What follows belongs to an exercise in optimizing a design on an open flow for small area, a short achievable clock period and few clock cycles; a production flow would make more cautious choices.
Function was checked by simulation only, so behaviour that the tests miss may differ from the original.
No activity file was given, so power comes from the tool's default toggle rates.

## design.v

```verilog
module Histograma (
    input  wire        clk,
    input  wire        reset,             
    input  wire [13:0] data_ener,
    input  wire [5:0]  data_cant,
    input  wire        enable,
    input  wire        escritura_signal,
    input  wire [9:0]  dir_inicio,
    output reg  [13:0] hist_data,
    output reg  [9:0]  hist_addr,
    output reg         r_w_hist,
    output reg  [10:0] cant_ener_addr,
    output wire        r_w_cant_ener,
    output reg         fin_signal
);
  assign r_w_cant_ener = 1'b0;
  reg        run;           
  reg        stale;         
  reg        wr_pend;       
  reg [5:0]  wcnt;          
  reg [4:0]  ptr;           
  reg [4:0]  rsel;          
  reg [3:0]  rs_lo;         
  reg [7:0]  rs_hi;         
  reg        upd1;          
  reg        fwd;           
  reg [3:0]  we_lo;         
  reg [7:0]  we_hi;         
  reg        clr;           
  reg [13:0] hbin [0:31];
  wire idle       = !run && !r_w_hist;
  wire start      = idle && enable;
  wire start_wr   = (start && escritura_signal && !stale) || wr_pend;
  wire start_pass = start && !escritura_signal;
  wire ener_zero  = (data_ener == 14'd0);
  wire [4:0] ebin = data_ener[12:8];
  wire last_entry = run && ener_zero;       
  wire counted    = run && (data_cant > 6'd1) && !ener_zero && !data_ener[13];
  wire last_word  = (wcnt == 6'd33);
  wire advance    = start_wr || (r_w_hist && !last_word);
  wire [4:0] ptr_next  = advance ? ptr + 5'd1 : ptr;
  wire [3:0] ptr_lo = 4'd1 << ptr[1:0];
  wire [7:0] ptr_hi = 8'd1 << ptr[4:2];
  wire [13:0] rinc  = hist_data + 14'd1;
  integer k;
  reg [13:0] rdata;
  always @(*) begin
    rdata = 14'd0;
    for (k = 0; k < 32; k = k + 1)
      rdata = rdata | (hbin[k] & {14{rs_lo[k % 4] && rs_hi[k / 4]}});
  end
  always @(posedge clk) begin
    clr <= !reset;
    if (!reset) begin
      run            <= 1'b0;
      stale          <= 1'b0;
      wr_pend        <= 1'b0;
      r_w_hist       <= 1'b0;
      fin_signal     <= 1'b0;
      cant_ener_addr <= 11'd1;
      ptr            <= 5'd0;
      rsel           <= 5'd0;
      rs_lo          <= 4'd0;
      rs_hi          <= 8'd0;
      upd1           <= 1'b0;
      fwd            <= 1'b0;
      we_lo          <= 4'hf;
      we_hi          <= 8'hff;
    end else begin
      stale   <= last_entry;
      wr_pend <= start && escritura_signal && stale;
      upd1    <= counted;
      fwd     <= upd1 && (run ? (rsel == ebin) : (rsel == ptr));
      ptr     <= ptr_next;
      rsel    <= run ? ebin : ptr_next;
      rs_lo   <= run     ? (4'd1 << ebin[1:0]) :
                 advance ? {ptr_lo[2:0], ptr_lo[3]} : ptr_lo;
      rs_hi   <= run     ? (8'd1 << ebin[4:2]) :
                 (advance && ptr[1:0] == 2'd3) ? {ptr_hi[6:0], ptr_hi[7]} : ptr_hi;
      we_lo   <= upd1 ? (4'd1 << rsel[1:0]) : 4'd0;
      we_hi   <= 8'd1 << rsel[4:2];
      if (start_pass || (run && !ener_zero))
        cant_ener_addr <= cant_ener_addr + 11'd1;
      else
        cant_ener_addr <= 11'd1;
      if (start_pass)
        run <= 1'b1;
      else if (last_entry)
        run <= 1'b0;
      if (start_wr)
        r_w_hist <= 1'b1;
      else if (r_w_hist && last_word)
        r_w_hist <= 1'b0;
      if (start)
        fin_signal <= 1'b0;
      else if (last_entry || (r_w_hist && last_word))
        fin_signal <= 1'b1;
    end
  end
  always @(posedge clk) begin
    hist_data <= fwd ? rinc : rdata;
    wcnt      <= start_wr ? 6'd0 : wcnt + 6'd1;
    hist_addr <= start_wr ? dir_inicio : hist_addr + 10'd1;
  end
  wire [13:0] wdata = rinc & {14{!clr}};
  always @(posedge clk) begin
    for (k = 0; k < 32; k = k + 1)
      if (we_lo[k % 4] && we_hi[k / 4])
        hbin[k] <= wdata;
  end
endmodule
```

## config.mk

```make
export PLATFORM = sky130hd
export DESIGN_NAME = Histograma
export DESIGN_NICKNAME = Histograma
export VERILOG_FILES = /design/flow/design.v
export SDC_FILE = /design/flow/constraint.sdc
export NUM_CORES = 4
export LEC_CHECK = 0
export CAP_MARGIN = 20
export CORE_MARGIN = 2
export CORE_UTILIZATION = 55
export CTS_CLUSTER_DIAMETER = 80
export CTS_CLUSTER_SIZE = 22
export SETUP_SLACK_MARGIN = 4.25
export SLEW_MARGIN = 20
```

## constraint.sdc

```tcl
create_clock -name core_clock -period 6.5 [get_ports {clk}]
set_input_delay 1.3000 -clock core_clock [delete_from_list [all_inputs] [get_ports {clk}]]
set_output_delay 1.3000 -clock core_clock [all_outputs]
set_load 0.01 [all_outputs]
```

## flow/run.sh

```bash
#!/bin/bash
# The standard layout, with the resizer free to swap cells across footprints
# and the ports buffered with the smallest buffer (the resizer sizes them up
# where timing needs).
set -euo pipefail
bash standard.sh MATCH_CELL_FOOTPRINT=0 "BUFFER_PORTS_ARGS=-buffer_cell sky130_fd_sc_hd__buf_1" finish > flow_make.log 2>&1
```

## standard.sh

```bash
#!/bin/bash
# synth_recipe.tcl (not shown) runs the flow's synth.tcl, then flattens the netlist and writes it again
# the make line also repeats each setting of config.mk as NAME=value (left out here)
make -C /OpenROAD-flow-scripts/flow DESIGN_CONFIG=/design/flow/config.mk WORK_HOME=/design/flow/orfs CLKGATE_MAP_FILE= SYNTH_SCRIPT=/design/flow/synth_recipe.tcl "${@:-finish}"
```

==> qor.yml, run 1 <==
layout:
  nNetsFinal: 1449
  fill_cells: 2658
  n_antenna_cell: 0
  fin_cells: 1889
  drive_above_1_share_pct: 17.9
  regArea_um2: 15200
  design_area_um2: 22900
  multi_input_area_um2: 4730
  synthToLayoutAreaGrowth_pct: 14.1
worst_setup_path:
  crit_fanout: 4
  critical_path_arrival_ps: 1130
  worst-r2r-cell-count: 5
  end_kind: "output pin"
  critical_path_depth: 1
  worstPathCellList: "buf_6"
  cp_slowest_cell: "dfxtp_4"
  timing.critical_path.required_ps: 5200
  crit_family: "flip-flops"
  worstSetupStartpointType: "register"
  critPathMaxStageDelay_ps: 410
  path_class: "register to output pin"
  crit_buf_inv: 1
clocking:
  clk_latency_ps: 590
  cts_tree: "yes"
  cts_buffers: 28
  cts.sinks: 531
  clockBufferDepth: 3
  clk_pin_slew_ps: 90
  cts-root-buf: "clkbuf_16"
  cts.htree.levels: 1
worst_hold_path:
  hold_depth: 2
  hp-class: "register to register"
floorplan:
  dieWidth_um: 195
  fp.dieH_um: 195
  io-pin-count: 72
  dieArea_um2: 38000
  start_util_pct: 56.1
  rows: 69
  coreArea_um2: 35700
route:
  routedWlPerCell_um: 30.7
  ant_nets: 0
  avgViaCountPerCell: 6.71
  route.detailed.drc: 0
  drtPass1Iterations: 6
  wl_mm: 57.9
  vias: 12671
  drt_iter0_markers: 1652
sta:
  post-route-period-util_pct: 37.4
  slew_headroom_pct: 18.4
  hold_viol: 0
  fin_skew_ps: 23.1
  finalSetupTns_ps: 0
  setup_viol: 0
  slew_violations: 0
  max_freq_mhz: 411
  period_needed_ps: 2430
  worstMarginPinSlew_ps: 1220
  rsz0062_at_grt: "yes"
yosys:
  syn_nets: 1337
  yosys_warnings: 2
  yosys-mux-area-fraction_pct: 0.549
  ys_ff_latch: 531
  synth-compound-area-share_pct: 13.0
  syn_area_per_cell_um2: 15.5
  synthArstFlopShare_pct: 0
  synthAdderAreaFrac_pct: 0.562
  synth-xor-area-share_pct: 1.84
  synth_edf_count: 448
  seq_area_frac_synth_pct: 75.4
  syn-cell-area_um2: 20000
  synthCells: 1294
  synth_top_family_by_area: "compound AO/OA/AOI/OAI gates"
  synth_ff_type: "edfxtp_1"
  yosys.area_share.simple_pct: 6.67
  ys_types: 64
grt:
  first_global_vias: 12260
  grt_usage_pct: 29.8
  overflow: 0
  grt_pass1_wl_mm: 82.4
  grt_max_degree: 44
  antenna_found_initial: 1
placement:
  dpl.hpwl_mm: 31.6
  dp.cells: 1782
  placed_area_um2: 20900
  gp_congestion: 0.850
  port_buffers: 69
power:
  ir_worst_vdd_mv: 0.218
  power_mw: 6.82
  p_leak_nw: 7.73
  p_per_area_nw_per_um2: 298
run:
  drv_cap: 0
outcome:
  status: "no timing/DRC/antenna violations"
[cell usage in the layout (no fill, tap or decap), types with 4 or more instances in the layout]
| master | Yosys | layout |
|---|---|---|
| a31oi_1 | 14 | 13 |
| a32oi_1 | 7 | 7 |
| dfxtp_4 | 0 | 21 |
| a22oi_1 | 113 | 113 |
| dfxtp_2 | 0 | 26 |
| and2_2 | 0 | 6 |
| clkbuf_16 | 0 | 32 |
| nor2_4 | 1 | 8 |
| a21oi_1 | 18 | 17 |
| inv_1 | 19 | 18 |
| mux2i_1 | 11 | 11 |
| a222oi_1 | 43 | 43 |
| buf_6 | 0 | 44 |
| nor4_1 | 5 | 4 |
| buf_8 | 0 | 5 |
| buf_1 | 12 | 32 |
| xor2_1 | 26 | 26 |
| nand4_1 | 11 | 11 |
| nor2_2 | 0 | 8 |
| nand2b_1 | 4 | 4 |
| o22ai_1 | 6 | 6 |
| and2_1 | 38 | 32 |
| a22o_1 | 52 | 52 |
| and3_1 | 11 | 11 |
| nand2_1 | 59 | 59 |
| buf_12 | 0 | 5 |
| nor3_1 | 11 | 11 |
| o22a_1 | 4 | 4 |
| dfxtp_1 | 83 | 36 |
| ha_1 | 9 | 9 |
| nand3_1 | 64 | 62 |
| buf_4 | 1 | 65 |
| edfxtp_1 | 448 | 448 |
| o21ai_0 | 38 | 38 |
| a221oi_1 | 12 | 10 |
| clkbuf_1 | 59 | 18 |
| xnor2_1 | 16 | 16 |
| nor2_1 | 48 | 33 |
[kinds of logic after synthesis]
family,count (synthesis)
adders and majority gates,9
AOI/OAI and AO/OA,338
DFF,531
and+or+nand+nor,266
other,1
muxes,11
xor gates and xnor gates,42
buffers and inverters,96
[stage by stage]
stage	util, %	hold slack, ps	worst slack, ps
3_5_place_dp	58.5	434	3410
6_report	64.0	475	4070
4_1_cts	63.1	475	4080
5_1_grt	64.0	491	4070
2_1_floorplan	-	433	4040
3_3_place_gp	58.5	434	3430
[layer usage]
layer	up-vias	routed length [µm]	GRT usage, %
li1	5401	-	-
met1	6474	23000	41.8
met2	692	27900	49.2
met3	104	5400	4.11
met4	0	1650	8.68
met5	-	0	0
[power by group]
| part | internal, mW | total, mW | switching (mW) |
|---|---|---|---|
| Sequential | 4.00 | 4.13 | 0.123 |
| Clock | 0.864 | 1.93 | 1.06 |
| Combinational | 0.284 | 0.770 | 0.486 |
| Total | 5.15 | 6.82 | 1.67 |
[Yosys cell counts, drive strengths merged, types with 12 or more instances]
cell / instances / area share [%]
a22oi: 113 / 4.2
a31oi: 14 / 0.44
o21ai: 41 / 1.1
nand3: 64 / 1.6
inv: 20 / 0.37
buf: 14 / 0.29
xor2: 26 / 1.1
nor2: 49 / 0.96
and2: 38 / 1.2
a222oi: 43 / 2.1
dfxtp: 83 / 8.3
a22o: 52 / 2.3
nand2: 59 / 1.1
edfxtp: 448 / 67
clkbuf: 61 / 1.2
a221oi: 12 / 0.52
xnor2: 16 / 0.70
a21oi: 19 / 0.49
[state kept, by name (all words and copies together) (netlist names), 4 cells and up]
signal / cells
rs_hi: 8
hbin: 448
cant_ener_addr: 11
hist_data: 14
hist_addr: 10
rsel: 5
ptr: 5
we_lo: 4
wcnt: 6
rs_lo: 4
we_hi: 8
[path summary, 6_finish.rpt]
kind / slack (ps) / from / to
setup / recovery: 4070 / hist_data[0] / hist_data[0]
hold / removal: 480 / stale / wr_pend
setup reg to reg: 4290 / rs_hi[3] / hist_data[6]
hold reg to reg: 480 / stale / wr_pend
[area by class of cell]
type | instances | share of cell area (%)
Sequential cell | 531 | 66.6
Inverter | 21 | 0.377
Clock buffer | 49 | 3.59
Clock inverter | 3 | 0.0875
Tap cell | 461 | 2.52
Multi-Input combinational cell | 668 | 20.7
Timing Repair Buffer | 156 | 6.16
[repair_timing]
action / CTS / global route
cloned: 1 / 1
resized for setup: 196 / 17
setup buffers: 38 / 12
pin swaps: 5 / 7
setup endpoints to repair: 211 / 57
hold buffers: 0 / 0
Testbench counts, summed over its fixed seeds: cycles 19,861.
==> run 2, diff against run 1 <==
--- a/config.mk
+++ b/config.mk
@@ -8,5 +8,5 @@
 export CAP_MARGIN = 20
 export CORE_MARGIN = 2
-export CORE_UTILIZATION = 55
+export CORE_UTILIZATION = 65
 export CTS_CLUSTER_DIAMETER = 80
 export CTS_CLUSTER_SIZE = 22
==> qor.yml, run 2 <==
clocking:
  cts_buffers: 28  # unchanged
  holdBufCountCts: 0  # unchanged
  cts_tree: "yes"
  clk_pin_slew_ps: 90  # about the same
  cts-root-buf: "clkbuf_16"
  cts.sinks: 531  # unchanged
  clk_latency_ps: 580  # about the same
  cts.htree.levels: 1  # unchanged
  clockBufferDepth: 3  # unchanged
yosys:
  syn_nets: 1337  # unchanged
  ys_ff_latch: 531  # unchanged
  yosys-top-cells-count: "448 x edfxtp_1, 113 x a22oi_1, 83 x dfxtp_1"
  syn-cell-area_um2: 20000  # unchanged
  yosysMostFrequentCell: "edfxtp_1"
  seq_area_frac_synth_pct: 75.4  # unchanged
  yosysTopAreaCellShare_pct: 67.1  # unchanged
  yosysTopAreaCell: "edfxtp_1"
  synth_edf_count: 448  # unchanged
  synthArstFlopShare_pct: 0  # unchanged
  synth.area.top_cells: "edfxtp_1 67%, dfxtp_1 8.3%, a22oi_1 4.2%, a22o_1 2.3%, a222oi_1 2.1%"
  ys_types: 64  # unchanged
  synth_ff_type: "edfxtp_1"
  syn_area_per_cell_um2: 15.5  # unchanged
  synthCells: 1294  # unchanged
  yosys_warnings: 2  # unchanged
worst_setup_path:
  critical_path_depth: 1  # unchanged
  critical_path_arrival_ps: 1110  # -20 ps
  worstPathCellList: "buf_6"
  cp-endpoint: "hist_data[0]"
  r2r-end: "hbin[25][13]"
  reg2reg_slack_ps: 4150  # -140 ps
  crit_fanout: 4  # unchanged
  crit_family: "flip-flops"
  worstSetupStartpointType: "register"
  r2r-start: "hist_data[6]"
  path_class: "register to output pin"
  cp_slowest_cell: "dfxtp_4"
  worst-r2r-cell-count: 7  # +2
  critPathMaxStageDelay_ps: 420  # about the same
  end_kind: "output pin"
  crit_buf_inv: 1  # unchanged
  timing.critical_path.required_ps: 5200  # about the same
  cp-startpoint: "hist_data[0]"
route:
  route.detailed.drc: 0  # unchanged
  vias: 12779  # +0.85%
  ant_nets: 0  # unchanged
  avgViaCountPerCell: 7.04  # +5.0%
  wl_mm: 55.2  # -4.8%
  drtPass1Iterations: 6  # unchanged
  routedWlPerCell_um: 30.4  # -0.82%
  drt_iter0_markers: 2031  # +23%
grt:
  grt_pass1_wl_mm: 79.3  # -3.7%
  grt_max_degree: 51  # +16%
  grt_usage_pct: 33.5  # +3.7 points
  antenna_found_initial: 0  # -1
  overflow: 0  # unchanged
  first_global_vias: 12305  # +0.37%
layout:
  regMostFlops: "hbin"
  largest_reg_flops: 448  # unchanged
  drive_above_1_share_pct: 16.8  # -1.1 points
  synthToLayoutAreaGrowth_pct: 12.5
  n_antenna_cell: 0  # unchanged
  top_regs: "hbin (448), hist_data (14), cant_ener_addr (11)"
  nNetsFinal: 1441  # -0.55%
  final_common_cell: "edfxtp_1"
  mostFrequentLayoutCells: "448 x edfxtp_1, 113 x a22oi_1, 70 x buf_4"
floorplan:
  io-pin-count: 72  # unchanged
  start_util_pct: 65.7  # +9.6 points
  fp.dieH_um: 180  # -7.8%
  dieArea_um2: 32300  # -15%
  dieWidth_um: 180  # -7.8%
  rows: 64  # -7.2%
  coreArea_um2: 30500  # -15%
placement:
  pre_cts_ws_ps: 3470  # +59.1 ps
  dpl.hpwl_mm: 29.6  # -6.4%
  gp_congestion: 0.935  # +10%
  port_buffers: 69  # unchanged
sta:
  post-route-period-util_pct: 37.1  # -0.36 points
  hold_slack_ps: 475  # +0.188 ps
  setup_viol: 0  # unchanged
  hold_viol: 0  # unchanged
  max_freq_mhz: 415  # +0.98%
  rsz0062_at_grt: "yes"
  worstMarginPinSlew_ps: 1220  # +0.736 ps
  period_needed_ps: 2410  # -23.5 ps
  slew_violations: 0  # unchanged
  finalSetupTns_ps: 0  # unchanged
  setup_slack_ps: 4090  # +23.5 ps
  slew_headroom_pct: 18.4  # -0.049 points
  fin_skew_ps: 15.0  # -8.08 ps
power:
  p_leak_nw: 7.60  # -1.7%
  ir_worst_vdd_mv: 0.238  # +9.4%
  power_mw: 6.79  # -0.42%
  p_per_area_nw_per_um2: 301  # +0.99%
outcome:
  status: "no timing/DRC/antenna violations"
worst_hold_path:
  holdCritStartpoint: "rsel[0]"
  hp-class: "register to register"
run:
  drv_cap: 0  # unchanged
-- run 2: cell counts after synthesis --
Identical to the previous run, type by type.
-- run 2: area by class of cell --
| class | count | area (µm²) |
|---|---|---|
| sequential | 531 | 15200 |
| fill | 1928 | 7960 |
| multi-input combinational | 672 | 4790 |
| timing repair buffer | 144 | 1130 |
| clock buffer | 49 | 822 |
| tap | 396 | 495 |
| inverter | 21 | 86.3 |
| clock inverter | 1 | 16.3 |
-- run 2: cell families after synthesis --
| kind of cell | share of synthesized area, % |
|---|---|
| other cells | 0.0187 |
| buf+inv | 1.89 |
| mux | 0.549 |
| compound gates | 13.0 |
| simple gates | 6.67 |
| flops | 75.4 |
| xor+xnor | 1.84 |
| fa+ha+maj | 0.562 |
-- run 2: stage by stage --
stage | std cells | cell area (µm²) | util (%)
2_1_floorplan | 1294 | 20100 | -
3_3_place_gp | 1708 | 20800 | 68.0
3_5_place_dp | 1709 | 20800 | 68.1
4_1_cts | 1793 | 22300 | 73.1
5_1_grt | 1814 | 22600 | 73.9
6_report | 1814 | 22600 | 73.9
-- run 2: worst min path at each step --
stage	to	cells after the start
after detailed placement	cant_ener_addr[0]	1
after global routing	wr_pend	2
after global placement	cant_ener_addr[0]	1
after floorplan	wcnt[0]	1
final	we_lo[0]	1
after CTS	we_lo[0]	1
-- run 2: timing repair --
| item | 4_1_cts | 5_1_grt |
|---|---|---|
| gates cloned | 0 | 5 |
| buffers inserted | 34 | 16 |
| endpoints found under the setup margin | 403 | 174 |
| pin swaps | 1 | 7 |
| gates resized for setup | 184 | 13 |
-- run 2: power breakdown --
part,total (mW),switching [mW],internal (mW)
registers,4.13,0.121,4.01
clock network,1.90,1.03,0.868
logic,0.765,0.491,0.274
-- run 2: metal layers --
layer,vias up,wire length (µm),global-route usage [%]
li1,5393,-,-
met1,6341,20000,47.7
met2,902,26000,52.4
met3,143,7080,7.13
met4,0,2090,11.3
met5,-,0,0
==> run 3, diff against run 2 <==
--- a/config.mk
+++ b/config.mk
@@ -10,5 +10,5 @@
 export CORE_UTILIZATION = 65
 export CTS_CLUSTER_DIAMETER = 80
-export CTS_CLUSTER_SIZE = 22
+export CTS_CLUSTER_SIZE = 25
 export SETUP_SLACK_MARGIN = 4.25
 export SLEW_MARGIN = 20
==> qor.yml, run 3 <==
sta:
  hold_viol: 0  # unchanged
  max_freq_mhz: 415  # about the same
  post-route-period-util_pct: 37.1  # about the same
  worstMarginPinSlew_ps: 1240  # +17.4 ps
  slew_headroom_pct: 17.2  # -1.2 points
  period_needed_ps: 2410  # +0.170 ps
  fin_skew_ps: 19.4  # +4.43 ps
  setup_viol: 0  # unchanged
  finalSetupTns_ps: 0  # unchanged
  slew_violations: 0  # unchanged
  rsz0062_at_grt: "yes"
  hold_slack_ps: 475  # -0.380 ps
worst_hold_path:
  hp-class: "register to register"
worst_setup_path:
  timing.critical_path.required_ps: 5200  # about the same
  crit_family: "flip-flops"
  path_class: "register to output pin"
  worstPathCellList: "buf_6"
  reg2reg_slack_ps: 4260  # +110 ps
  crit_fanout: 5  # +1
  critPathMaxStageDelay_ps: 420  # about the same
  end_kind: "output pin"
  worstSetupStartpointType: "register"
  crit_buf_inv: 1  # unchanged
  cp_slowest_cell: "dfxtp_4"
  critical_path_arrival_ps: 1110  # about the same
yosys:
  synth.area.top_cells: "edfxtp_1 67%, dfxtp_1 8.3%, a22oi_1 4.2%, a22o_1 2.3%, a222oi_1 2.1%"
  synth_ff_type: "edfxtp_1"
  yosys_warnings: 2  # unchanged
  yosysTopAreaCellShare_pct: 67.1  # unchanged
  syn_nets: 1337  # unchanged
  yosys-top-cells-count: "448 x edfxtp_1, 113 x a22oi_1, 83 x dfxtp_1"
  yosysMostFrequentCell: "edfxtp_1"
  ys_ff_latch: 531  # unchanged
  synth_edf_count: 448  # unchanged
  synthCells: 1294  # unchanged
  synthArstFlopShare_pct: 0  # unchanged
  syn-cell-area_um2: 20000  # unchanged
  ys_types: 64  # unchanged
  syn_area_per_cell_um2: 15.5  # unchanged
  seq_area_frac_synth_pct: 75.4  # unchanged
  yosysTopAreaCell: "edfxtp_1"
grt:
  overflow: 0  # unchanged
  first_global_vias: 12308  # +0.024%
  grt_max_degree: 51  # unchanged
  antenna_found_initial: 0  # unchanged
  grt_usage_pct: 33.3  # -0.21 points
  grt_pass1_wl_mm: 78.7  # -0.75%
placement:
  port_buffers: 69  # unchanged
  dpl.hpwl_mm: 29.6  # unchanged
  gp_congestion: 0.935  # unchanged
layout:
  drive_above_1_share_pct: 16.4  # -0.35 points
  regMostFlops: "hbin"
  mostFrequentLayoutCells: "448 x edfxtp_1, 113 x a22oi_1, 68 x buf_4"
  final_common_cell: "edfxtp_1"
  largest_reg_flops: 448  # unchanged
  top_regs: "hbin (448), hist_data (14), cant_ener_addr (11)"
  synthToLayoutAreaGrowth_pct: 12.0
  n_antenna_cell: 0  # unchanged
  nNetsFinal: 1437  # -0.28%
clocking:
  clockBufferDepth: 3  # unchanged
  cts_buffers: 25  # -11%
  cts-root-buf: "clkbuf_16"
  clk_pin_slew_ps: 100  # about the same
  cts.htree.levels: 1  # unchanged
  clk_latency_ps: 570  # about the same
  holdBufCountCts: 0  # unchanged
  cts.sinks: 531  # unchanged
  cts_tree: "yes"
floorplan:
  io-pin-count: 72  # unchanged
  rows: 64  # unchanged
  fp.dieH_um: 180  # unchanged
  dieArea_um2: 32300  # unchanged
  dieWidth_um: 180  # unchanged
  coreArea_um2: 30500  # unchanged
  start_util_pct: 65.7  # unchanged
power:
  combPwrFrac_pct: 11.5  # +0.2 points
  pwr-share-seq_pct: 62.2  # +1.5 points
  p_clk_share_pct: 26.3  # -1.7 points
  switchingPower_mw: 1.62  # -1.5%
  p_int_mw: 5.02  # -2.5%
  p_per_area_nw_per_um2: 296  # -1.8%
  switching_share_pct: 24.4  # +0.19 points
  ir_worst_vdd_mv: 0.229  # -3.9%
  p_leak_nw: 7.54  # -0.75%
route:
  drtPass1Iterations: 8  # +2
  dr_wl_met3_mm: 6.96  # -1.8%
  drt_iter0_markers: 2008  # -1.1%
  topRoutingLayerUsed: "met5"
  ant_nets: 0  # unchanged
  met2_length_mm: 25.9  # -0.20%
  routedWlPerCell_um: 30.4  # about the same
  route.detailed.drc: 0  # unchanged
  vias: 12671  # -0.85%
  avgViaCountPerCell: 7.01  # -0.52%
  wl_met1_mm: 19.8  # -1.2%
  wl_mm: 55.0  # -0.24%
run:
  drv_cap: 0  # unchanged
outcome:
  status: "no timing/DRC/antenna violations"
==> run 3: metrics by stage <==
step	utilization, %	setup slack (ps)	cells	cell area (µm²)	power, mW
floorplan	-	4040	1294	20100	4.51
global placement	68.0	3500	1708	20800	4.76
detailed placement	68.1	3470	1709	20800	4.79
CTS	72.7	4100	1786	22200	6.59
global route	73.6	4080	1808	22400	6.84
finish	73.6	4090	1808	22400	6.64
==> run 3: power groups by stage <==
stage	Clock, mW	Combinational [mW]	Sequential, mW
after floorplan	0	0.330	4.18
final	1.75	0.766	4.13
after detailed placement	0	0.583	4.20
after CTS	1.75	0.719	4.12
after global placement	0	0.570	4.19
after global routing	1.87	0.811	4.15
==> run 3: repair_timing <==
action / 4_1_cts / 5_1_grt
buffers inserted: 32 / 16
pin swaps: 1 / 7
gates cloned: 0 / 5
endpoints found under the setup margin: 404 / 174
gates resized for setup: 184 / 18
==> run 3: cell type report <==
cell class,count,area (µm²)
clock inverter,2,25.0
sequential,531,15200
clock buffer,43,693
tap,396,495
multi-input combinational,672,4790
timing repair buffer,143,1140
inverter,21,86.3
fill,1951,8060
==> run 3: final timing paths <==
| kind | cells after the start | to | from |
|---|---|---|---|
| max | 1 | hist_data[6] | hist_data[6] |
| min | 2 | wr_pend | stale |
| max reg2reg | 6 | hbin[13][8] | hist_data[4] |
| min reg2reg | 2 | wr_pend | stale |
==> run 3: worst min-delay path, stage by stage, from the launching register on <==
cell and delay (ps):
dfxtp_1 320, nand4_1 80, nor2_1 40
==> run 3: kinds of logic (layout without fill, tap and decap cells) <==
logic type / Yosys count / count (layout) / synth area share [%]
other cells: 1 / 1 / 0.0187
mux: 11 / 11 / 0.549
simple gates: 266 / 270 / 6.67
fa+ha+maj: 9 / 9 / 0.562
compound gates: 338 / 339 / 13.0
flops: 531 / 531 / 75.4
xor+xnor: 42 / 42 / 1.84
buf+inv: 96 / 209 / 1.89
==> run 3: layer usage <==
layer / track usage, % / vias to the layer above
met5: 2.07 / -
met4: 11.4 / 2
met3: 7.88 / 142
met2: 52.1 / 889
met1: 46.6 / 6254
li1: - / 5384
==> run 4, diff against run 3 <==
--- a/config.mk
+++ b/config.mk
@@ -8,7 +8,7 @@
 export CAP_MARGIN = 20
 export CORE_MARGIN = 2
-export CORE_UTILIZATION = 65
+export CORE_UTILIZATION = 70
 export CTS_CLUSTER_DIAMETER = 80
-export CTS_CLUSTER_SIZE = 25
+export CTS_CLUSTER_SIZE = 28
 export SETUP_SLACK_MARGIN = 4.25
 export SLEW_MARGIN = 20
==> qor.yml, run 4 <==
grt:
  overflow: 0  # unchanged
  grt_max_degree: 49  # -3.9%
  antenna_found_initial: 0  # unchanged
  first_global_vias: 12446  # +1.1%
  grt_usage_pct: 36.0  # +2.7 points
  grt_pass1_wl_mm: 78.6  # -0.11%
worst_setup_path:
  path_class: "register to output pin"
  crit_buf_inv: 1  # unchanged
  timing.critical_path.required_ps: 5200  # about the same
  crit_fanout: 4  # -1
  critical_path_arrival_ps: 1100  # about the same
  end_kind: "output pin"
  cp_slowest_cell: "dfxtp_4"
  critPathMaxStageDelay_ps: 420  # about the same
  crit_family: "flip-flops"
  worstSetupStartpointType: "register"
  worstPathCellList: "buf_6"
yosys:
  syn-cell-area_um2: 20000  # unchanged
  yosysMostFrequentCell: "edfxtp_1"
  synth_edf_count: 448  # unchanged
  yosysTopAreaCell: "edfxtp_1"
  synthAdderAreaFrac_pct: 0.562  # unchanged
  synth_top_family_by_area: "compound AO/OA/AOI/OAI gates"
  synth-xor-area-share_pct: 1.84  # unchanged
  seq_area_frac_synth_pct: 75.4  # unchanged
  synth.area.top_cells: "edfxtp_1 67%, dfxtp_1 8.3%, a22oi_1 4.2%, a22o_1 2.3%, a222oi_1 2.1%"
  yosys.area_share.simple_pct: 6.67  # unchanged
  yosys-mux-area-fraction_pct: 0.549  # unchanged
  synth_ff_type: "edfxtp_1"
  syn_nets: 1337  # unchanged
  yosys-top-cells-count: "448 x edfxtp_1, 113 x a22oi_1, 83 x dfxtp_1"
  ys_ff_latch: 531  # unchanged
  synth-compound-area-share_pct: 13.0  # unchanged
  synthArstFlopShare_pct: 0  # unchanged
  synthCells: 1294  # unchanged
  yosysTopAreaCellShare_pct: 67.1  # unchanged
  syn_area_per_cell_um2: 15.5  # unchanged
  ys_types: 64  # unchanged
  yosys_warnings: 2  # unchanged
placement:
  port_buffers: 69  # unchanged
  dpl.hpwl_mm: 29.2  # -1.3%
  gp_congestion: 0.864  # -7.6%
  placed_area_um2: 20800  # about the same
floorplan:
  fp.dieH_um: 173  # -3.6%
  coreArea_um2: 28000  # -8.2%
  dieWidth_um: 173  # -3.6%
  start_util_pct: 71.5  # +5.9 points
  dieArea_um2: 30000  # -7.0%
  io-pin-count: 72  # unchanged
  rows: 61  # -4.7%
route:
  vias: 12731  # +0.47%
  avgViaCountPerCell: 7.11  # +1.5%
  route.detailed.drc: 0  # unchanged
  drt_iter0_markers: 2177  # +8.4%
  drtPass1Iterations: 6  # -2
  wl_mm: 54.0  # -1.8%
  routedWlPerCell_um: 30.2  # -0.83%
  ant_nets: 0  # unchanged
sta:
  rsz0062_at_grt: "yes"
  setup_viol: 0  # unchanged
  hold_slack_ps: 440  # -35.4 ps
  finalSetupTns_ps: 0  # unchanged
  slew_headroom_pct: 16.7  # -0.50 points
  max_freq_mhz: 416  # +0.22%
  slew_violations: 0  # unchanged
  fin_skew_ps: 16.0  # -3.40 ps
  period_needed_ps: 2400  # -5.19 ps
  worstMarginPinSlew_ps: 1250  # +7.52 ps
  hold_viol: 0  # unchanged
  post-route-period-util_pct: 37.0  # -0.080 points
clocking:
  clk_pin_slew_ps: 110  # about the same
  cts_buffers: 22  # -12%
  cts-root-buf: "clkbuf_16"
  cts.htree.levels: 1  # unchanged
  cts.sinks: 531  # unchanged
  clk_latency_ps: 560  # about the same
  clockBufferDepth: 3  # unchanged
  holdBufCountCts: 0  # unchanged
  cts_tree: "yes"
power:
  p_per_area_nw_per_um2: 292  # -1.2%
  p_leak_nw: 7.55  # +0.10%
  power_mw: 6.53  # -1.7%
  ir_worst_vdd_mv: 0.264  # +15%
run:
  drv_cap: 0  # unchanged
layout:
  drive_above_1_share_pct: 17.0  # +0.57 points
  nNetsFinal: 1439  # +0.14%
  finalCoreUtilization_pct: 79.8  # +6.2 points
  n_antenna_cell: 0  # unchanged
  largest_reg_flops: 448  # unchanged
  synthToLayoutAreaGrowth_pct: 11.5
  design_area_um2: 22300  # -0.45%
  fill_cells: 1564  # -20%
  final_common_cell: "edfxtp_1"
  regMostFlops: "hbin"
  mostFrequentLayoutCells: "448 x edfxtp_1, 113 x a22oi_1, 77 x buf_4"
  top_regs: "hbin (448), hist_data (14), cant_ener_addr (11)"
outcome:
  status: "no timing/DRC/antenna violations"
worst_hold_path:
  hp-class: "register to register"
==> run 4: what timing repair did <==
action,4_1_cts,5_1_grt
resized for setup,176,18
gates cloned,1,2
setup endpoints to repair,224,182
buffers inserted,38,13
pin swaps,2,7
==> run 4: cell families after synthesis <==
group / after synthesis
XOR/XNOR: 42
adder cells (fa/ha/maj): 9
AO/OA/AOI/OAI: 338
flip-flops: 531
AND/OR/NAND/NOR: 266
other: 1
buffers and inverters: 96
multiplexers: 11
==> run 4: layout make-up <==
type,instances,area (µm²),share of cell area [%]
Timing Repair Buffer,150,1160,5.21
Tap cell,378,473,2.12
Multi-Input combinational cell,670,4780,21.4
Clock buffer,40,639,2.86
Inverter,21,82.6,0.370
Sequential cell,531,15200,68.1
==> run 4: metrics by stage <==
| stage | setup slack [ps] | instances |
|---|---|---|
| finish | 4100 | 1790 |
| global route | 4100 | 1790 |
| CTS | 4110 | 1775 |
| detailed placement | 3450 | 1696 |
| global placement | 3460 | 1695 |
| floorplan | 4040 | 1294 |
==> run 4: metal layers <==
| layer | track usage [%] | vias up | wire length [µm] |
|---|---|---|---|
| met5 | 0 | - | 0 |
| met3 | 6.07 | 131 | 7420 |
| li1 | - | 5377 | - |
| met4 | 14.1 | 0 | 2050 |
| met2 | 58.5 | 1018 | 25900 |
| met1 | 49.8 | 6205 | 18700 |
==> run 4: worst paths after layout <==
| path | cells past startpoint | slack (ps) | start | to |
|---|---|---|---|---|
| max | 1 | 4100 | hist_data[0] | hist_data[0] |
| min | 1 | 440 | wcnt[0] | wcnt[0] |
| max reg2reg | 6 | 4230 | rs_lo[2] | hist_data[11] |
| min reg2reg | 1 | 440 | wcnt[0] | wcnt[0] |
==> run 4: power breakdown <==
part / internal (mW) / total, mW / switching [mW]
registers: 4.01 / 4.13 / 0.124
clock network: 0.676 / 1.63 / 0.957
logic: 0.282 / 0.767 / 0.485
==> run 5, diff against run 4 <==
--- a/config.mk
+++ b/config.mk
@@ -10,5 +10,5 @@
 export CORE_UTILIZATION = 70
 export CTS_CLUSTER_DIAMETER = 80
-export CTS_CLUSTER_SIZE = 28
-export SETUP_SLACK_MARGIN = 4.25
+export CTS_CLUSTER_SIZE = 25
+export SETUP_SLACK_MARGIN = 4.15
 export SLEW_MARGIN = 20
==> qor.yml, run 5 <==
power:
  p_clk_share_pct: 26.4  # +1.4 points
  p_leak_nw: 7.56  # about the same
  p_per_area_nw_per_um2: 296  # +1.1%
  ir_worst_vdd_mv: 0.298  # +13%
  combPwrFrac_pct: 10.9  # -0.8 points
  switchingPower_mw: 1.59  # +1.4%
  switching_share_pct: 24.1  # +0.15 points
  pwr-share-seq_pct: 62.7  # -0.5 points
  p_int_mw: 4.99  # +0.59%
grt:
  grt_pass1_wl_mm: 77.8  # -1.0%
  antenna_found_initial: 0  # unchanged
  grt_usage_pct: 35.7  # -0.32 points
  overflow: 0  # unchanged
  first_global_vias: 12203  # -2.0%
  grt_max_degree: 42  # -14%
yosys:
  synthCells: 1294  # unchanged
  yosys-top-cells-count: "448 x edfxtp_1, 113 x a22oi_1, 83 x dfxtp_1"
  ys_types: 64  # unchanged
  seq_area_frac_synth_pct: 75.4  # unchanged
  yosysMostFrequentCell: "edfxtp_1"
  syn_nets: 1337  # unchanged
  yosys_warnings: 2  # unchanged
  synth.area.top_cells: "edfxtp_1 67%, dfxtp_1 8.3%, a22oi_1 4.2%, a22o_1 2.3%, a222oi_1 2.1%"
  synthArstFlopShare_pct: 0  # unchanged
  syn-cell-area_um2: 20000  # unchanged
  syn_area_per_cell_um2: 15.5  # unchanged
  yosysTopAreaCell: "edfxtp_1"
  synth_ff_type: "edfxtp_1"
  yosysTopAreaCellShare_pct: 67.1  # unchanged
  ys_ff_latch: 531  # unchanged
  synth_edf_count: 448  # unchanged
floorplan:
  dieWidth_um: 173  # unchanged
  start_util_pct: 71.5  # unchanged
  fp.dieH_um: 173  # unchanged
  rows: 61  # unchanged
  coreArea_um2: 28000  # unchanged
  io-pin-count: 72  # unchanged
  dieArea_um2: 30000  # unchanged
worst_setup_path:
  path_class: "register to output pin"
  critical_path_depth: 1  # unchanged
  crit_buf_inv: 1  # unchanged
  crit_family: "flip-flops"
  worst-r2r-cell-count: 5  # -1
  timing.critical_path.required_ps: 5200  # about the same
  critPathMaxStageDelay_ps: 380  # -40 ps
  cp_slowest_cell: "dfxtp_4"
  end_kind: "output pin"
  worstSetupStartpointType: "register"
  critical_path_arrival_ps: 1060  # -40 ps
  crit_fanout: 2  # -2
  worstPathCellList: "buf_6"
route:
  avgViaCountPerCell: 7.17  # +0.88%
  ant_nets: 0  # unchanged
  wl_mm: 54.3  # +0.41%
  drtPass1Iterations: 7  # +1
  vias: 12821  # +0.71%
  routedWlPerCell_um: 30.4  # +0.58%
  drt_iter0_markers: 1988  # -8.7%
  route.detailed.drc: 0  # unchanged
clocking:
  clk_pin_slew_ps: 100  # about the same
  cts_tree: "yes"
  cts.htree.levels: 1  # unchanged
  cts.sinks: 531  # unchanged
  clk_latency_ps: 570  # about the same
  clockBufferDepth: 3  # unchanged
  cts_buffers: 25  # +14%
  holdBufCountCts: 0  # unchanged
  cts-root-buf: "clkbuf_16"
sta:
  worstMarginPinSlew_ps: 1230  # -20.0 ps
  period_needed_ps: 2360  # -41.7 ps
  setup_viol: 0  # unchanged
  fin_skew_ps: 25.8  # +9.75 ps
  finalSetupTns_ps: 0  # unchanged
  hold_viol: 0  # unchanged
  post-route-period-util_pct: 36.3  # -0.64 points
  setup_slack_ps: 4140  # +41.7 ps
  max_freq_mhz: 423  # +1.8%
  slew_violations: 0  # unchanged
  rsz0062_at_grt: "yes"
  slew_headroom_pct: 18.0  # +1.3 points
worst_hold_path:
  hold_depth: 1  # unchanged
  hp-class: "register to register"
layout:
  mostFrequentLayoutCells: "448 x edfxtp_1, 113 x a22oi_1, 65 x buf_4"
  final_common_cell: "edfxtp_1"
  drive_above_1_share_pct: 15.3  # -1.7 points
  synthToLayoutAreaGrowth_pct: 11.1
  regMostFlops: "hbin"
  nNetsFinal: 1435  # -0.28%
  n_antenna_cell: 0  # unchanged
  finalCoreUtilization_pct: 79.5  # -0.29 points
  top_regs: "hbin (448), hist_data (14), cant_ener_addr (11)"
  largest_reg_flops: 448  # unchanged
outcome:
  status: "no timing/DRC/antenna violations"
placement:
  port_buffers: 69  # unchanged
  dpl.hpwl_mm: 28.5  # -2.5%
  pre_cts_ws_ps: 3480  # +29.4 ps
  gp_congestion: 0.860  # -0.44%
run:
  drv_cap: 0  # unchanged
==> run 5: cell counts after synthesis <==
No cell type changed its count.
==> run 5: cell families (layout without fill, tap and decap cells) <==
| family | Yosys count | in the layout | share of synthesized area (%) |
|---|---|---|---|
| adder cells (fa/ha/maj) | 9 | 9 | 0.562 |
| AND/OR/NAND/NOR | 266 | 266 | 6.67 |
| flip-flops | 531 | 531 | 75.4 |
| other | 1 | 1 | 0.0187 |
| multiplexers | 11 | 11 | 0.549 |
| AO/OA/AOI/OAI | 338 | 339 | 13.0 |
| buffers and inverters | 96 | 210 | 1.89 |
| XOR/XNOR | 42 | 42 | 1.84 |
==> run 5: repair_timing <==
item | 4_1_cts | 5_1_grt
pin swaps | 3 | 5
endpoints found under the setup margin | 42 | 40
resized for setup | 128 | 44
gates cloned | 1 | 1
setup buffers | 29 | 10
==> run 5: layer usage <==
metal / share of wire, % / global-route usage, % / vias up / wire length (µm)
li1: - / - / 5366 / -
met3: 15 / 5.74 / 153 / 8030
met2: 47 / 56.7 / 1050 / 25300
met1: 35 / 51.3 / 6252 / 18800
met4: 3.9 / 12.7 / 0 / 2100
met5: 0 / 0 / - / 0
==> run 5: power groups by stage <==
stage                     Clock, mW  Combinational (mW)  Sequential [mW]
after floorplan                   0               0.329             4.18
after global placement            0               0.560             4.19
after detailed placement          0               0.573             4.21
after CTS                      1.73               0.655             4.12
after global routing           1.84               0.757             4.15
final                          1.74               0.717             4.13
==> run 5: area by class of cell <==
| type | instances | area [µm²] |
|---|---|---|
| fill | 1584 | 5740 |
| sequential | 531 | 15200 |
| clock inverter | 1 | 20.0 |
| clock buffer | 43 | 693 |
| inverter | 21 | 78.8 |
| timing repair buffer | 145 | 1130 |
| tap | 378 | 473 |
| multi-input combinational | 668 | 4650 |
==> run 5: per-stage QoR <==
stage / power [mW] / std cells / hold slack [ps] / instance area [µm²]
floorplan: 4.51 / 1294 / 433 / 20100
finish: 6.58 / 1787 / 472 / 22300
global placement: 4.75 / 1701 / 418 / 20800
detailed placement: 4.78 / 1701 / 425 / 20800
global route: 6.74 / 1787 / 493 / 22300
CTS: 6.51 / 1775 / 480 / 22000
==> run 5: path summary, 6_finish.rpt <==
| kind | slack (ps) | startpoint | to |
|---|---|---|---|
| max reg2reg | 4190 | rs_hi[1] | hist_data[12] |
| min | 470 | wcnt[0] | wcnt[0] |
| min reg2reg | 470 | wcnt[0] | wcnt[0] |
| max | 4140 | hist_data[0] | hist_data[0] |
==> run 6, diff against run 5 <==
--- a/config.mk
+++ b/config.mk
@@ -8,5 +8,5 @@
 export CAP_MARGIN = 20
 export CORE_MARGIN = 2
-export CORE_UTILIZATION = 70
+export CORE_UTILIZATION = 75
 export CTS_CLUSTER_DIAMETER = 80
 export CTS_CLUSTER_SIZE = 25
==> qor.yml, run 6 <==
worst_setup_path:
  worstPathCellList: "buf_6"
  worstSetupStartpointType: "register"
  path_class: "register to output pin"
  worst-r2r-cell-count: 6  # +1
  crit_buf_inv: 1  # unchanged
  crit_fanout: 3  # +1
  r2r-start: "rs_hi[2]"
  crit_family: "flip-flops"
  reg2reg_slack_ps: 4160  # -30 ps
  critical_path_arrival_ps: 1090  # +30 ps
  critPathMaxStageDelay_ps: 400  # +20 ps
  cp-startpoint: "hist_data[0]"
  r2r-end: "hist_data[11]"
  cp_slowest_cell: "dfxtp_4"
  end_kind: "output pin"
  timing.critical_path.required_ps: 5200  # about the same
  cp-endpoint: "hist_data[0]"
  critical_path_depth: 1  # unchanged
layout:
  top_regs: "hbin (448), hist_data (14), cant_ener_addr (11)"
  fill_cells: 1219  # -23%
  multi_input_area_um2: 4760  # +2.4%
  drive_above_1_share_pct: 15.1  # -0.12 points
  mostFrequentLayoutCells: "448 x edfxtp_1, 113 x a22oi_1, 64 x nand3_1"
  n_antenna_cell: 0  # unchanged
  final_common_cell: "edfxtp_1"
  design_area_um2: 22200  # -0.47%
  synthToLayoutAreaGrowth_pct: 10.6
  largest_reg_flops: 448  # unchanged
  regArea_um2: 15200  # about the same
  nNetsFinal: 1425  # -0.70%
  regMostFlops: "hbin"
worst_hold_path:
  hp-class: "register to register"
  hold_depth: 1  # unchanged
placement:
  placed_area_um2: 20600  # -0.81%
  gp_congestion: 0.905  # +5.2%
  port_buffers: 69  # unchanged
  dpl.hpwl_mm: 28.4  # -0.42%
yosys:
  yosysTopAreaCellShare_pct: 67.1  # unchanged
  synthArstFlopShare_pct: 0  # unchanged
  ys_types: 64  # unchanged
  syn_nets: 1337  # unchanged
  synth.area.top_cells: "edfxtp_1 67%, dfxtp_1 8.3%, a22oi_1 4.2%, a22o_1 2.3%, a222oi_1 2.1%"
  yosysMostFrequentCell: "edfxtp_1"
  seq_area_frac_synth_pct: 75.4  # unchanged
  yosysTopAreaCell: "edfxtp_1"
  synth_ff_type: "edfxtp_1"
  yosys-top-cells-count: "448 x edfxtp_1, 113 x a22oi_1, 83 x dfxtp_1"
  syn_area_per_cell_um2: 15.5  # unchanged
  synthCells: 1294  # unchanged
  synth_edf_count: 448  # unchanged
  yosys_warnings: 2  # unchanged
  syn-cell-area_um2: 20000  # unchanged
  ys_ff_latch: 531  # unchanged
floorplan:
  coreArea_um2: 26100  # -6.7%
  rows: 59  # -3.3%
  fp.dieH_um: 167  # -3.3%
  io-pin-count: 72  # unchanged
  start_util_pct: 76.7  # +5.1 points
  dieArea_um2: 28000  # -6.5%
  dieWidth_um: 167  # -3.3%
clocking:
  cts-root-buf: "clkbuf_16"
  cts.htree.levels: 1  # unchanged
  cts_tree: "yes"
  clk_pin_slew_ps: 100  # about the same
  clockBufferDepth: 3  # unchanged
  holdBufCountCts: 0  # unchanged
  cts.sinks: 531  # unchanged
  clk_latency_ps: 570  # about the same
  cts_buffers: 25  # unchanged
sta:
  post-route-period-util_pct: 36.7  # +0.37 points
  fin_skew_ps: 22.8  # -2.93 ps
  slew_headroom_pct: 18.3  # +0.30 points
  rsz0062_at_grt: "yes"
  period_needed_ps: 2390  # +24.0 ps
  max_freq_mhz: 419  # -1.0%
  worstMarginPinSlew_ps: 1230  # -4.53 ps
  hold_viol: 0  # unchanged
  finalSetupTns_ps: 0  # unchanged
  slew_violations: 0  # unchanged
  setup_viol: 0  # unchanged
outcome:
  status: "no timing/DRC/antenna violations"
route:
  wl_mm: 53.8  # -0.89%
  ant_nets: 0  # unchanged
  drtPass1Iterations: 19  # +12
  drt_iter0_markers: 2424  # +22%
  avgViaCountPerCell: 7.50  # +4.6%
  vias: 13016  # +1.5%
  route.detailed.drc: 0  # unchanged
  routedWlPerCell_um: 31.0  # +2.1%
grt:
  grt_pass1_wl_mm: 78.3  # +0.59%
  first_global_vias: 12636  # +3.5%
  antenna_found_initial: 0  # unchanged
  overflow: 0  # unchanged
  grt_max_degree: 55  # +31%
  grt_usage_pct: 38.4  # +2.7 points
run:
  drv_cap: 0  # unchanged
power:
  ir_worst_vdd_mv: 0.255  # -15%
  power_mw: 6.60  # +0.30%
  p_leak_nw: 7.47  # -1.2%
  p_per_area_nw_per_um2: 298  # +0.77%
-- run 6: cell count changes in the layout (fill, tap and decap cells not counted), sizes merged --
cell,previous run,this run
nor2,49,52
buf,133,125
clkbuf,55,51
-- run 6: repair_timing --
action / CTS / global route
gates resized for setup: 124 / 43
gates cloned: 2 / 2
pin swaps: 2 / 3
setup buffers: 31 / 14
hold endpoints to repair: 0 / 0
endpoints found under the setup margin: 328 / 119
-- run 6: how the worst min path moves through the flow --
stage | start | end | slack [ps]
floorplan | wcnt[0] | wcnt[0] | 430
global placement | cant_ener_addr[0] | cant_ener_addr[0] | 420
detailed placement | cant_ener_addr[0] | cant_ener_addr[0] | 420
CTS | rsel[0] | we_lo[0] | 480
global route | wcnt[0] | wcnt[0] | 500
finish | rsel[0] | we_lo[0] | 470
-- run 6: layer usage --
| layer | up-vias | routed length, µm | track usage (%) |
|---|---|---|---|
| met1 | 6213 | 17600 | 51.6 |
| met2 | 1236 | 25500 | 61.6 |
| met4 | 0 | 3250 | 19.7 |
| li1 | 5355 | - | - |
| met5 | - | 0 | 0 |
| met3 | 212 | 7420 | 7.09 |
-- run 6: cell type report --
class / instances / area share [%]
clock inverter: 1 / 0.0903
multi-input combinational: 671 / 21.5
timing repair buffer: 132 / 4.40
tap: 335 / 1.89
inverter: 21 / 0.356
clock buffer: 44 / 3.14
sequential: 531 / 68.6
-- run 6: cells by family (layout without fill, tap and decap cells) --
| family | after synthesis | in the layout | synth area share (%) |
|---|---|---|---|
| DFF | 531 | 531 | 75.4 |
| AOI/OAI and AO/OA | 338 | 339 | 13.0 |
| and+or+nand+nor | 266 | 269 | 6.67 |
| buffers and inverters | 96 | 198 | 1.89 |
| xor gates and xnor gates | 42 | 42 | 1.84 |
| muxes | 11 | 11 | 0.549 |
| adders and majority gates | 9 | 9 | 0.562 |
| other | 1 | 1 | 0.0187 |
-- run 6: metrics by stage --
step / hold slack [ps] / cells / util [%] / worst slack (ps)
6_report: 474 / 1735 / 84.8 / 4110
3_3_place_gp: 416 / 1638 / 78.8 / 3510
4_1_cts: 478 / 1716 / 83.5 / 4070
2_1_floorplan: 433 / 1294 / - / 4040
3_5_place_dp: 424 / 1638 / 78.9 / 3430
5_1_grt: 501 / 1735 / 84.8 / 4100
-- run 6: report_power, final --
part	switching [mW]	internal (mW)	total, mW
Sequential	0.123	4.01	4.13
Clock	0.985	0.742	1.73
Combinational	0.490	0.253	0.743
Total	1.60	5.00	6.60
==> run 7, diff against run 6 <==
--- a/config.mk
+++ b/config.mk
@@ -8,7 +8,7 @@
 export CAP_MARGIN = 20
 export CORE_MARGIN = 2
-export CORE_UTILIZATION = 75
+export CORE_UTILIZATION = 70
 export CTS_CLUSTER_DIAMETER = 80
 export CTS_CLUSTER_SIZE = 25
-export SETUP_SLACK_MARGIN = 4.15
+export SETUP_SLACK_MARGIN = 4.05
 export SLEW_MARGIN = 20
==> qor.yml, run 7 <==
outcome:
  status: "no timing/DRC/antenna violations"
clocking:
  cts.htree.levels: 1  # unchanged
  cts.sinks: 531  # unchanged
  clk_pin_slew_ps: 100  # about the same
  cts_tree: "yes"
  clk_latency_ps: 560  # about the same
  cts-root-buf: "clkbuf_16"
  clockBufferDepth: 3  # unchanged
  cts_buffers: 25  # unchanged
power:
  p_per_area_nw_per_um2: 299  # +0.39%
  power_mw: 6.46  # -2.2%
  combPwrFrac_pct: 9.1  # -2.2 points
  pwr-share-seq_pct: 64.3  # +1.7 points
  p_int_mw: 4.91  # -1.8%
  ir_worst_vdd_mv: 0.206  # -19%
  p_leak_nw: 7.11  # -4.8%
  switching_share_pct: 23.9  # -0.33 points
  p_clk_share_pct: 26.6  # +0.4 points
  switchingPower_mw: 1.54  # -3.5%
layout:
  nNetsFinal: 1384  # -2.9%
  design_area_um2: 21600  # -2.6%
  regMostFlops: "hbin"
  synthToLayoutAreaGrowth_pct: 7.75
  top_regs: "hbin (448), hist_data (14), cant_ener_addr (11)"
  largest_reg_flops: 448  # unchanged
  n_antenna_cell: 0  # unchanged
  final_common_cell: "edfxtp_1"
  drive_above_1_share_pct: 9.35  # -5.8 points
  fin_cells: 1736  # +0.058%
  mostFrequentLayoutCells: "448 x edfxtp_1, 113 x a22oi_1, 64 x nand3_1"
worst_setup_path:
  critPathMaxStageDelay_ps: 410  # about the same
  critical_path_arrival_ps: 1130  # +40 ps
  r2r-start: "rs_hi[4]"
  timing.critical_path.required_ps: 5200  # about the same
  worstSetupStartpointType: "register"
  crit_fanout: 5  # +2
  cp_slowest_cell: "dfxtp_4"
  end_kind: "output pin"
  cp-startpoint: "hist_data[0]"
  worstPathCellList: "buf_1"
  crit_buf_inv: 1  # unchanged
  path_class: "register to output pin"
  crit_family: "flip-flops"
sta:
  post-route-period-util_pct: 37.4  # +0.71 points
  fin_skew_ps: 40.3  # +17.5 ps
  worstMarginPinSlew_ps: 1200  # -23.1 ps
  finalSetupTns_ps: 0  # unchanged
  hold_viol: 0  # unchanged
  slew_headroom_pct: 19.8  # +1.4 points
  period_needed_ps: 2430  # +46.2 ps
  max_freq_mhz: 411  # -1.9%
  setup_viol: 0  # unchanged
  rsz0062_at_grt: "no"
  slew_violations: 0  # unchanged
yosys:
  yosys_warnings: 2  # unchanged
  syn-cell-area_um2: 20000  # unchanged
  ys_types: 64  # unchanged
  ys_ff_latch: 531  # unchanged
  synth_ff_type: "edfxtp_1"
  syn_area_per_cell_um2: 15.5  # unchanged
  synthArstFlopShare_pct: 0  # unchanged
  yosys-top-cells-count: "448 x edfxtp_1, 113 x a22oi_1, 83 x dfxtp_1"
  yosysTopAreaCell: "edfxtp_1"
  synth.area.top_cells: "edfxtp_1 67%, dfxtp_1 8.3%, a22oi_1 4.2%, a22o_1 2.3%, a222oi_1 2.1%"
  yosysTopAreaCellShare_pct: 67.1  # unchanged
  syn_nets: 1337  # unchanged
  seq_area_frac_synth_pct: 75.4  # unchanged
  yosysMostFrequentCell: "edfxtp_1"
  synth_edf_count: 448  # unchanged
  synthCells: 1294  # unchanged
floorplan:
  io-pin-count: 72  # unchanged
  fp.dieH_um: 173  # +3.4%
  coreArea_um2: 28000  # +7.2%
  start_util_pct: 71.5  # -5.1 points
  dieWidth_um: 173  # +3.4%
  rows: 61  # +3.4%
  dieArea_um2: 30000  # +7.0%
run:
  drv_cap: 0  # unchanged
grt:
  grt_max_degree: 45  # -18%
  antenna_found_initial: 0  # unchanged
  grt_pass1_wl_mm: 75.1  # -4.1%
  overflow: 0  # unchanged
  grt_usage_pct: 34.3  # -4.1 points
  first_global_vias: 12040  # -4.7%
route:
  avgViaCountPerCell: 7.13  # -4.9%
  drtPass1Iterations: 8  # -11
  route.detailed.drc: 0  # unchanged
  drt_iter0_markers: 2281  # -5.9%
  routedWlPerCell_um: 29.5  # -4.8%
  ant_nets: 0  # unchanged
  vias: 12381  # -4.9%
  wl_mm: 51.2  # -4.8%
placement:
  dpl.hpwl_mm: 28.7  # +1.3%
  port_buffers: 69  # unchanged
  dp.cells: 1688  # +3.1%
  placed_area_um2: 20700  # +0.45%
  gp_congestion: 0.903  # -0.25%
worst_hold_path:
  hp-class: "register to register"
  holdCritStartpoint: "cant_ener_addr[0]"
run 7: changes by cell type in the layout (fill, tap and decap cells not counted), moves of 7 or more:
cell / previous run / this run
buf_1: 32 / 63
dfxtp_4: 16 / 9
nor2_4: 18 / 7
dfxtp_1: 37 / 49
buf_4: 60 / 23
buf_6: 27 / 1
run 7: layout make-up:
type | count | area (µm²)
clock inverter | 1 | 20.0
tap | 378 | 473
fill | 1643 | 6420
multi-input combinational | 667 | 4660
clock buffer | 43 | 693
inverter | 21 | 78.8
sequential | 531 | 15200
timing repair buffer | 95 | 490
run 7: routing by layer:
| metal | up-vias | global-route usage (%) | part of all wire, % |
|---|---|---|---|
| met5 | - | 0 | 0 |
| met4 | 0 | 13.5 | 3.9 |
| met3 | 141 | 5.43 | 12 |
| met2 | 932 | 55.1 | 48 |
| met1 | 6049 | 48.1 | 36 |
| li1 | 5259 | - | - |
run 7: cell families after synthesis:
kind of cell             count (synthesis)  share of synthesized area [%]
multiplexers                            11                          0.549
flip-flops                             531                           75.4
adder cells (fa/ha/maj)                  9                          0.562
XOR/XNOR                                42                           1.84
AO/OA/AOI/OAI                          338                           13.0
other                                    1                         0.0187
AND/OR/NAND/NOR                        266                           6.67
buffers and inverters                   96                           1.89
run 7: worst paths after layout:
kind	to	slack [ps]	cells after the start
hold / removal	cant_ener_addr[0]	430	1
hold reg to reg	cant_ener_addr[0]	430	1
setup reg to reg	hist_data[11]	4140	6
setup / recovery	hist_data[0]	4070	1
run 7: metrics by stage:
step	hold slack (ps)	utilization (%)	worst slack [ps]
final	432	77.1	4070
after global routing	455	77.1	4050
after CTS	430	76.7	4050
after detailed placement	432	73.9	3470
after global placement	414	73.8	3530
after floorplan	433	-	4040
run 7: timing repair:
| action | in CTS | in global routing |
|---|---|---|
| setup buffers | 2 | 0 |
| setup endpoints to repair | 147 | 62 |
| hold buffers | 0 | 0 |
| cloned | 0 | 0 |
| gates resized for setup | 27 | 26 |
run 7: power groups by stage:
stage / logic (mW) / registers, mW / clock network (mW)
2_1_floorplan: 0.329 / 4.18 / 0
3_3_place_gp: 0.544 / 4.20 / 0
3_5_place_dp: 0.561 / 4.22 / 0
4_1_cts: 0.569 / 4.14 / 1.73
5_1_grt: 0.627 / 4.17 / 1.85
6_report: 0.587 / 4.15 / 1.72
==> run 8, diff against run 7 <==
--- a/config.mk
+++ b/config.mk
@@ -11,4 +11,4 @@
 export CTS_CLUSTER_DIAMETER = 80
 export CTS_CLUSTER_SIZE = 25
-export SETUP_SLACK_MARGIN = 4.05
+export SETUP_SLACK_MARGIN = 3.95
 export SLEW_MARGIN = 20
==> qor.yml, run 8 <==
layout:
  design_area_um2: 21500  # -0.22%
  synthToLayoutAreaGrowth_pct: 7.51
  regMostFlops: "hbin"
  largest_reg_flops: 448  # unchanged
  n_antenna_cell: 0  # unchanged
  top_regs: "hbin (448), hist_data (14), cant_ener_addr (11)"
  fin_cells: 1734  # -0.12%
  drive_above_1_share_pct: 7.45  # -1.9 points
  final_common_cell: "edfxtp_1"
  mostFrequentLayoutCells: "448 x edfxtp_1, 113 x a22oi_1, 69 x buf_1"
  nNetsFinal: 1381  # -0.22%
route:
  ant_nets: 0  # unchanged
  avgViaCountPerCell: 7.17  # +0.57%
  routedWlPerCell_um: 29.7  # +0.79%
  route.detailed.drc: 0  # unchanged
  drtPass1Iterations: 8  # unchanged
  wl_mm: 51.6  # +0.67%
  drt_iter0_markers: 2116  # -7.2%
  vias: 12437  # +0.45%
sta:
  finalSetupTns_ps: 0  # unchanged
  period_needed_ps: 2600  # +164 ps
  slew_headroom_pct: 18.0  # -1.7 points
  max_freq_mhz: 385  # -6.3%
  hold_viol: 0  # unchanged
  rsz0062_at_grt: "no"
  worstMarginPinSlew_ps: 1230  # +27.5 ps
  setup_slack_ps: 3900  # -164 ps
  setup_viol: 0  # unchanged
  slew_violations: 0  # unchanged
  post-route-period-util_pct: 39.9  # +2.5 points
  fin_skew_ps: 16.6  # -23.7 ps
yosys:
  ys_ff_latch: 531  # unchanged
  yosysTopAreaCellShare_pct: 67.1  # unchanged
  synth_edf_count: 448  # unchanged
  seq_area_frac_synth_pct: 75.4  # unchanged
  yosys_warnings: 2  # unchanged
  yosysTopAreaCell: "edfxtp_1"
  yosysMostFrequentCell: "edfxtp_1"
  syn-cell-area_um2: 20000  # unchanged
  synth_ff_type: "edfxtp_1"
  synth.area.top_cells: "edfxtp_1 67%, dfxtp_1 8.3%, a22oi_1 4.2%, a22o_1 2.3%, a222oi_1 2.1%"
  syn_area_per_cell_um2: 15.5  # unchanged
  yosys-top-cells-count: "448 x edfxtp_1, 113 x a22oi_1, 83 x dfxtp_1"
  synthArstFlopShare_pct: 0  # unchanged
  syn_nets: 1337  # unchanged
  synthCells: 1294  # unchanged
  ys_types: 64  # unchanged
worst_setup_path:
  timing.critical_path.required_ps: 6910  # +1710 ps
  path_class: "register to register"
  crit_fanout: 26  # +21
  critical_path_arrival_ps: 3010  # +1880 ps
  worstSetupStartpointType: "register"
  end_kind: "register"
  worst-r2r-cell-count: 5  # -1
  cp_slowest_cell: "a222oi_1"
  crit_top_cell: "a222oi_1"
  worstPathCellList: "buf_4, a222oi_1, nand3_1, a222oi_1, a32oi_1"
  critPathMaxStageDelay_ps: 720  # +310 ps
grt:
  first_global_vias: 11948  # -0.76%
  overflow: 0  # unchanged
  grt_usage_pct: 34.3  # +0.039 points
  antenna_found_initial: 0  # unchanged
  grt_pass1_wl_mm: 74.9  # -0.23%
  grt_max_degree: 55  # +22%
outcome:
  status: "no timing/DRC/antenna violations"
clocking:
  cts.htree.levels: 1  # unchanged
  clk_pin_slew_ps: 90  # about the same
  clockBufferDepth: 3  # unchanged
  holdBufCountCts: 0  # unchanged
  clk_latency_ps: 560  # about the same
  cts.sinks: 531  # unchanged
  cts_tree: "yes"
  cts_buffers: 25  # unchanged
  cts-root-buf: "clkbuf_16"
placement:
  dp.cells: 1687  # -0.059%
  gp_congestion: 0.917  # +1.6%
  placed_area_um2: 20700  # about the same
  port_buffers: 69  # unchanged
  dpl.hpwl_mm: 28.0  # -2.6%
  pre_cts_ws_ps: 3370  # -98.6 ps
floorplan:
  coreArea_um2: 28000  # unchanged
  start_util_pct: 71.5  # unchanged
  dieWidth_um: 173  # unchanged
  io-pin-count: 72  # unchanged
  rows: 61  # unchanged
  dieArea_um2: 30000  # unchanged
  fp.dieH_um: 173  # unchanged
worst_hold_path:
  hp-class: "register to register"
  hold_depth: 1  # unchanged
power:
  p_leak_nw: 7.07  # -0.61%
  p_per_area_nw_per_um2: 300  # +0.25%
  ir_worst_vdd_mv: 0.215  # +4.2%
run:
  drv_cap: 0  # unchanged
[run 8: critical path, delay by kind of cell (launching register included)]
| kind | cells | cell delay (ps) |
|---|---|---|
| compound gates | 3 | 1330 |
| buf+inv | 1 | 390 |
| flops | 1 | 540 |
| simple gates | 1 | 170 |
[run 8: cell families after synthesis]
logic type / count (synthesis) / share of synthesized area [%]
mux: 11 / 0.549
compound gates: 338 / 13.0
simple gates: 266 / 6.67
buf+inv: 96 / 1.89
xor+xnor: 42 / 1.84
fa+ha+maj: 9 / 0.562
other cells: 1 / 0.0187
flops: 531 / 75.4
[run 8: area by class of cell]
| cell class | count | area (µm²) |
|---|---|---|
| Clock buffer | 44 | 697 |
| Tap cell | 378 | 473 |
| Timing Repair Buffer | 92 | 474 |
| Sequential cell | 531 | 15100 |
| Fill cell | 1701 | 6460 |
| Multi-Input combinational cell | 667 | 4660 |
| Clock inverter | 1 | 20.0 |
| Inverter | 21 | 78.8 |
[run 8: routing by layer]
layer | track usage (%) | vias up | part of all wire (%)
met1 | 47.9 | 6050 | 35
met5 | 0 | - | 0
met3 | 6.88 | 159 | 14
met2 | 53.7 | 979 | 46
li1 | - | 5249 | -
met4 | 15.1 | 0 | 4.9
[run 8: what timing repair did]
item,CTS,global route
endpoints found under the setup margin,194,10
resized for setup,4,9
pin swaps,0,1
setup buffers,0,0
[run 8: power by group]
part	switching, mW	total (mW)	internal, mW	leakage [nW]
clock network	0.984	1.73	0.742	0.340
registers	0.138	4.14	4.00	5.07
logic	0.430	0.596	0.166	1.66
total	1.55	6.46	4.91	7.07
[run 8: final timing paths]
path	from	to	slack, ps
max reg2reg	rs_hi[2]	hist_data[6]	3900
min	cant_ener_addr[0]	cant_ener_addr[0]	440
min reg2reg	cant_ener_addr[0]	cant_ener_addr[0]	440
max	rs_hi[2]	hist_data[6]	3900
[run 8: stage by stage]
step | total power, mW | hold slack (ps) | util [%]
after floorplan | 4.51 | 433 | -
after detailed placement | 4.78 | 426 | 73.9
after global routing | 6.64 | 465 | 76.9
final | 6.46 | 444 | 76.9
after global placement | 4.75 | 415 | 73.8
after CTS | 6.43 | 447 | 76.6

static timing again, ports no longer ideal:
No port has a modelled driver above. Below, the same layouts with a new extraction and two added sets of constraints.
Step 1 assumes that a clkbuf_16 drives the clock port and a buf_2 every other input.
Step 2 also shifts input and output timing later by t, the mid clock arrival at the registers, as if the neighbouring blocks saw the same clock.
Slacks: ideal ports / drivers / drivers and shift; pairs: ideal ports / drivers.
| run | t, ns | setup slack, ns | hold WS [ns] | worst register clock-pin slew, ns | worst slew at a driven data input, ns |
|---|---|---|---|---|---|
| run 1 | 0.641 | 4.068 / 4.011 / 3.731 | 0.475 / 0.475 / 0.475 | 0.09 / 0.09 | 0.03 |
| run 2 | 0.629 | 4.092 / 4.037 / 3.749 | 0.475 / 0.475 / 0.475 | 0.09 / 0.09 | 0.03 |
| run 3 | 0.617 | 4.091 / 4.037 / 3.760 | 0.475 / 0.475 / 0.475 | 0.10 / 0.10 | 0.03 |
| run 4 | 0.607 | 4.097 / 4.043 / 3.725 | 0.440 / 0.440 / 0.440 | 0.11 / 0.11 | 0.03 |
| run 5 | 0.609 | 4.138 / 4.085 / 3.670 | 0.472 / 0.472 / 0.472 | 0.10 / 0.10 | 0.04 |
| run 6 | 0.609 | 4.114 / 4.062 / 3.653 | 0.474 / 0.474 / 0.474 | 0.10 / 0.10 | 0.04 |
| run 7 | 0.593 | 4.068 / 4.019 / 3.664 | 0.432 / 0.432 / 0.432 | 0.10 / 0.10 | 0.03 |
| run 8 | 0.605 | 3.904 / 3.904 / 3.552 | 0.444 / 0.444 / 0.444 | 0.10 / 0.10 | 0.03 |
After both steps every run listed still meets setup and hold. The setup slack of run 5, which loses most, moves by -0.053 ns with the drivers and by -0.468 ns with both steps.
